From an optimization exercise on the open Yosys and OpenROAD flow, aimed at a short achievable clock period and few clock cycles; shortcuts taken in it are not production practice.
Power figures rest on the tool's default switching activity, not on a simulated workload.

==> job 4230 <==
==> flow/design.v (excerpt) <==
module arm (
    input  logic        clk, rst,
    input  logic [31:0] Instr,
    input  logic [31:0] ReadData,
    output logic [31:0] WriteData,
    output logic [31:0] PC, ALUResult,
    output logic        MemWrite
);
    logic [29:0] PCF;
    logic [3:0]       btb_v;
    logic [3:0][7:0]  btb_tag;    
    logic [3:0][9:0]  btb_tgt;    
    logic [31:0] InstrD;
    logic [29:0] PCD;
    logic        validD;
    logic        validE;
    logic [3:0]  CondE;
    logic        RegWriteE, MemWriteE, MemtoRegE, SubE, AndE, OrrE;
    logic        FlagNZE, FlagCVE;
    logic [3:0]  WA3E;
    logic [31:0] SrcAE, SrcBE, StDataE;
    logic        FwdAME, FwdAWE, FwdBME, FwdBWE, FwdSME, FwdSWE;
    logic [3:0]  FlagsReg;        
    logic [31:0] ALUOutM, WriteDataM;
    logic [3:0]  WA3M;
    logic        RegWriteM, MemWriteM, MemtoRegM;
    logic [31:0] ResultW;
    logic [3:0]  WA3W;
    logic        RegWriteW;
    assign PC        = {PCF, 2'b00};
    assign ALUResult = ALUOutM;
    assign WriteData = WriteDataM;
    assign MemWrite  = MemWriteM;
    function automatic logic cond_pass(input logic [3:0] c, input logic [3:0] f);
        logic n, z, cf, v;
        {n, z, cf, v} = f;
        case (c)
            4'h0: cond_pass = z;
            4'h1: cond_pass = ~z;
            4'h2: cond_pass = cf;
            4'h3: cond_pass = ~cf;
            4'h4: cond_pass = n;
            4'h5: cond_pass = ~n;
            4'h6: cond_pass = v;
            4'h7: cond_pass = ~v;
            4'h8: cond_pass = cf & ~z;
            4'h9: cond_pass = ~cf | z;
            4'hA: cond_pass = ~(n ^ v);
            4'hB: cond_pass = n ^ v;
            4'hC: cond_pass = ~z & ~(n ^ v);
            4'hD: cond_pass = z | (n ^ v);
            4'hE: cond_pass = 1'b1;
            default: cond_pass = 1'b0;
        endcase
    endfunction
    logic [7:0] opD;
    logic isAddD, isSubD, isAndD, isOrrD, isLdrD, isStrD, isBD, immD;
    logic useAD, useBD, aluImmD;
    logic [3:0] RA1D, RA2D;
    logic [31:0] RD1, RD2, PC8D, ImmD;
    logic stall;
    assign opD    = InstrD[27:20];
    assign immD   = InstrD[25];
  ...
Settings: LEC_CHECK=0, ABC_CLOCK_PERIOD_IN_PS=4000, CAP_MARGIN=20, CORE_MARGIN=2, CORE_UTILIZATION=40, SLEW_MARGIN=20; clock period 16.0 ns.
standard.sh (not shown) runs the stock make flow with config.mk's settings and CLKGATE_MAP_FILE= SYNTH_SCRIPT=/design/flow/synth_recipe.tcl, a recipe that flattens the netlist after the stock synthesis.
==> flow/flow/run.sh <==
#!/bin/bash
# The standard ORFS layout (standard.sh), with repair_timing asked to leave
# SETUP_SLACK_MARGIN ns of setup slack beyond the clock period, so that gates on
# the critical paths are sized and buffered for speed. The clock, the SDC and
# every other step are unchanged. standard.sh's output goes to standard.log;
# each ORFS step's own log is under orfs/logs/.
set -euo pipefail
export SETUP_SLACK_MARGIN="${MARGIN:-12.5}"
bash standard.sh > standard.log 2>&1
==> job 9148: changes against job 4230 <==
--- a/flow/design.v
+++ b/flow/design.v
@@ -8,11 +8,11 @@
 	input  logic [N-1:0] a, b,
 	input  logic         cin,
 	output logic [N-1:0] result,
 	output logic         cout0
 	);
-	localparam int L = 5;  
+	localparam int L = $clog2(N);
 	logic [N-1:0] p0;
 	logic [N-1:0] g [0:L];
 	logic [N-1:0] p [0:L];
 	assign p0   = a ^ b;
 	assign g[0] = (a & b) | {{(N-1){1'b0}}, p0[0] & cin};
@@ -38,12 +38,11 @@
 	input  logic [31:0] a, b,
 	input  logic        sub,       
 	input  logic        do_and,    
 	input  logic        do_orr,    
 	output logic [31:0] Result,
-	output logic [3:0]  ALUFlags,  
-	output logic        ZFast      
+	output logic [3:0]  ALUFlags   
 	);
 	logic [31:0] bx, sum, pz;
 	logic        cout, zsum, zlog;
 	assign bx = sub ? ~b : b;
 	adder #(.N(32)) adding (.a(a), .b(bx), .cin(sub), .result(sum), .cout0(cout));
@@ -54,12 +53,11 @@
 		if (do_and)      Result = a & b;
 		else if (do_orr) Result = a | b;
 		else             Result = sum;
 	end
 	assign ALUFlags[3] = Result[31];
-	assign ZFast       = (do_and | do_orr) ? zlog : zsum;
-	assign ALUFlags[2] = ZFast;
+	assign ALUFlags[2] = (do_and | do_orr) ? zlog : zsum;
 	assign ALUFlags[1] = cout;
 	assign ALUFlags[0] = ~(a[31] ^ bx[31]) & (a[31] ^ sum[31]);
 endmodule
 module reg_file (
 	input  logic        clk, wr_en,
@@ -173,68 +171,45 @@
     assign fa_m = (RA1D != 4'd15) & (RA1D == WA3E);
     assign fa_w = (RA1D != 4'd15) & (RA1D == WA3M) & RegWriteM;
     assign fb_m = (RA2D != 4'd15) & (RA2D == WA3E);
     assign fb_w = (RA2D != 4'd15) & (RA2D == WA3M) & RegWriteM;
     logic condPassE;
-    logic bstall;
-    assign stall = (validD & validE & MemtoRegE & condPassE &
-                    ((useAD & fa_m) | (useBD & ~isStrD & fb_m))) | bstall;
+    assign stall = validD & validE & MemtoRegE & condPassE &
+                   ((useAD & fa_m) | (useBD & fb_m));
     logic [31:0] A, B, StData, ALUResultE;
     logic [3:0]  ALUFlags, FlagsPrime;
     always_comb begin
         if (FwdAME & RegWriteM)      A = ALUOutM;
         else if (FwdAWE)             A = ResultW;
         else                         A = SrcAE;
         if (FwdBME & RegWriteM)      B = ALUOutM;
         else if (FwdBWE)             B = ResultW;
         else                         B = SrcBE;
-        if (FwdSME & RegWriteM)      StData = MemtoRegM ? ReadData : ALUOutM;
+        if (FwdSME & RegWriteM)      StData = ALUOutM;
         else if (FwdSWE)             StData = ResultW;
         else                         StData = StDataE;
     end
-    logic ZFastE;
     alu u_alu (
         .a       (A),
         .b       (B),
         .sub     (SubE),
         .do_and  (AndE),
         .do_orr  (OrrE),
         .Result  (ALUResultE),
-        .ALUFlags(ALUFlags),
-        .ZFast   (ZFastE)
+        .ALUFlags(ALUFlags)
     );
     assign condPassE = cond_pass(CondE, FlagsReg);
     logic doE;
     assign doE = validE & condPassE;
     assign FlagsPrime[3:2] = (doE & FlagNZE) ? ALUFlags[3:2] : FlagsReg[3:2];
     assign FlagsPrime[1:0] = (doE & FlagCVE) ? ALUFlags[1:0] : FlagsReg[1:0];
     logic [29:0] TargetD, PC4D;
-    logic [3:0]  condD, FlagsD;
     logic takenD, mispD;
-    logic needN, needZ, needC, needV, setNZ, setCV;
-    assign condD = InstrD[31:28];
-    always_comb begin
-        needN = 1'b0; needZ = 1'b0; needC = 1'b0; needV = 1'b0;
-        case (condD)
-            4'h0, 4'h1: needZ = 1'b1;
-            4'h2, 4'h3: needC = 1'b1;
-            4'h4, 4'h5: needN = 1'b1;
-            4'h6, 4'h7: needV = 1'b1;
-            4'h8, 4'h9: begin needC = 1'b1; needZ = 1'b1; end
-            4'hA, 4'hB: begin needN = 1'b1; needV = 1'b1; end
-            4'hC, 4'hD: begin needN = 1'b1; needV = 1'b1; needZ = 1'b1; end
-            default: ;
-        endcase
-    end
-    assign setNZ  = validE & condPassE & FlagNZE;
-    assign setCV  = validE & condPassE & FlagCVE;
-    assign bstall = validD & isBD & ((needN & setNZ) | ((needC | needV) & setCV));
-    assign FlagsD = {FlagsReg[3], setNZ ? ZFastE : FlagsReg[2], FlagsReg[1:0]};
     assign TargetD = PCD + 30'd2 + {{6{InstrD[23]}}, InstrD[23:0]};
     assign PC4D    = PCD + 30'd1;
-    assign takenD  = isBD & cond_pass(condD, FlagsD);
-    assign mispD   = validD & ~bstall & (takenD ? (TargetD != PCF) : (PC4D != PCF));
+    assign takenD  = isBD & cond_pass(InstrD[31:28], FlagsPrime);
+    assign mispD   = validD & (takenD ? (TargetD != PCF) : (PC4D != PCF));
     logic [1:0]  fidx;
     logic        btb_hit;
     assign fidx    = PCF[1:0];
     assign btb_hit = btb_v[fidx] & (btb_tag[fidx] == PCF[9:2]);
     always_ff @(posedge clk) begin
@@ -242,25 +217,16 @@
         else if (mispD)   PCF <= takenD ? TargetD : PC4D;
         else if (stall)   PCF <= PCF;
         else if (btb_hit) PCF <= {PCF[29:10], btb_tgt[fidx]};
         else              PCF <= PCF + 30'd1;
     end
-    logic       upd, upd_v;
-    logic [9:0] upd_pc, upd_tgt;
-    always_ff @(posedge clk) begin
-        if (rst) upd <= 1'b0;
-        else     upd <= mispD;
-        upd_v   <= takenD;
-        upd_pc  <= PCD[9:0];
-        upd_tgt <= TargetD[9:0];
-    end
     always_ff @(posedge clk) begin
         if (rst) btb_v <= '0;
-        else if (upd) begin
-            btb_v[upd_pc[1:0]]   <= upd_v;
-            btb_tag[upd_pc[1:0]] <= upd_pc[9:2];
-            btb_tgt[upd_pc[1:0]] <= upd_tgt;
+        else if (mispD) begin
+            btb_v[PCD[1:0]]   <= takenD;
+            btb_tag[PCD[1:0]] <= PCD[9:2];
+            btb_tgt[PCD[1:0]] <= TargetD[9:0];
         end
     end
     always_ff @(posedge clk) begin
         if (!stall) begin
             InstrD <= Instr;
==> flow/run.sh (new file) <==
#!/bin/bash
# synth_recipe.tcl (not shown) runs the flow's synth.tcl, then flattens the netlist and writes it again
# the make line also repeats each setting of config.mk as NAME=value (left out here)
make -C /OpenROAD-flow-scripts/flow DESIGN_CONFIG=/design/flow/config.mk WORK_HOME=/design/flow/orfs CLKGATE_MAP_FILE= SYNTH_SCRIPT=/design/flow/synth_recipe.tcl finish
removed: flow/flow/run.sh
removed: flow/standard.sh
==> job 7429: changes against job 4230 <==
==> flow/flow/run.sh (replaced) <==
#!/bin/bash
# The standard ORFS layout (standard.sh), with repair_timing asked to leave
# SETUP_SLACK_MARGIN ns of setup slack beyond the clock period, so that gates on
# the critical paths are sized and buffered for speed. The clock, the SDC and
# every other step are unchanged. standard.sh's output goes to standard.log;
# each ORFS step's own log is under orfs/logs/.
set -euo pipefail
export SETUP_SLACK_MARGIN="${MARGIN:-11}"
bash standard.sh > standard.log 2>&1
==> notes.md <==
Multi-input gate area 22,900 µm²; WL met1 70,000 µm; Routed Wire Length 165,000 µm; fin area 54,500 µm²; total clock network power 2.27 mW; Max VDD drop 0.0875 mV; Power, Total 6.57 mW; status finished clean
# the run above: job 9148

==> notes.md <==
WL met1 65,500 µm; total clock network power 2.22 mW; fin area 57,100 µm²; status finished clean; Multi-input gate area 23,500 µm²; Routed Wire Length 159,000 µm
# the run above: job 7429

==> notes.md <==
total clock network power 2.31 mW; Routed Wire Length 173,000 µm; WL met1 70,400 µm; status finished clean; Power, Total 7.26 mW
# the run above: job 4230

No run of this note included a check of the RTL's function; only the layout flow was run.

[static timing again, ports no longer ideal]
In the flow no input, the clock included, has a driving cell. The finished layouts below were timed again as built, in two steps.
Step 1 assumes that a clkbuf_16 drives the clock port and a buf_2 every other input.
Step 2 moves the port delays by t, midway between the first and last clock arrival at a register: inputs arrive t later, outputs are due t later. That takes back most of the time a late clock gives input paths.
Three values: no drivers, after step 1, after step 2; two values: the first two.
| run | t (ns) | setup WS [ns] | worst setup path at the end | clock arrival spread, ns | pins driven straight from the clock port |
|---|---|---|---|---|---|
| job 4230 | 0.747 | 10.758 / 10.758 / 10.758 | register to register | 0.038 / 0.038 | 1 |
| job 9148 | 0.771 | 6.892 / 6.892 / 6.892 | register to register | 0.046 / 0.046 | 1 |
| job 7429 | 0.751 | 10.771 / 10.771 / 10.771 | register to register | 0.039 / 0.038 | 1 |
After both steps every run listed still meets setup and hold.
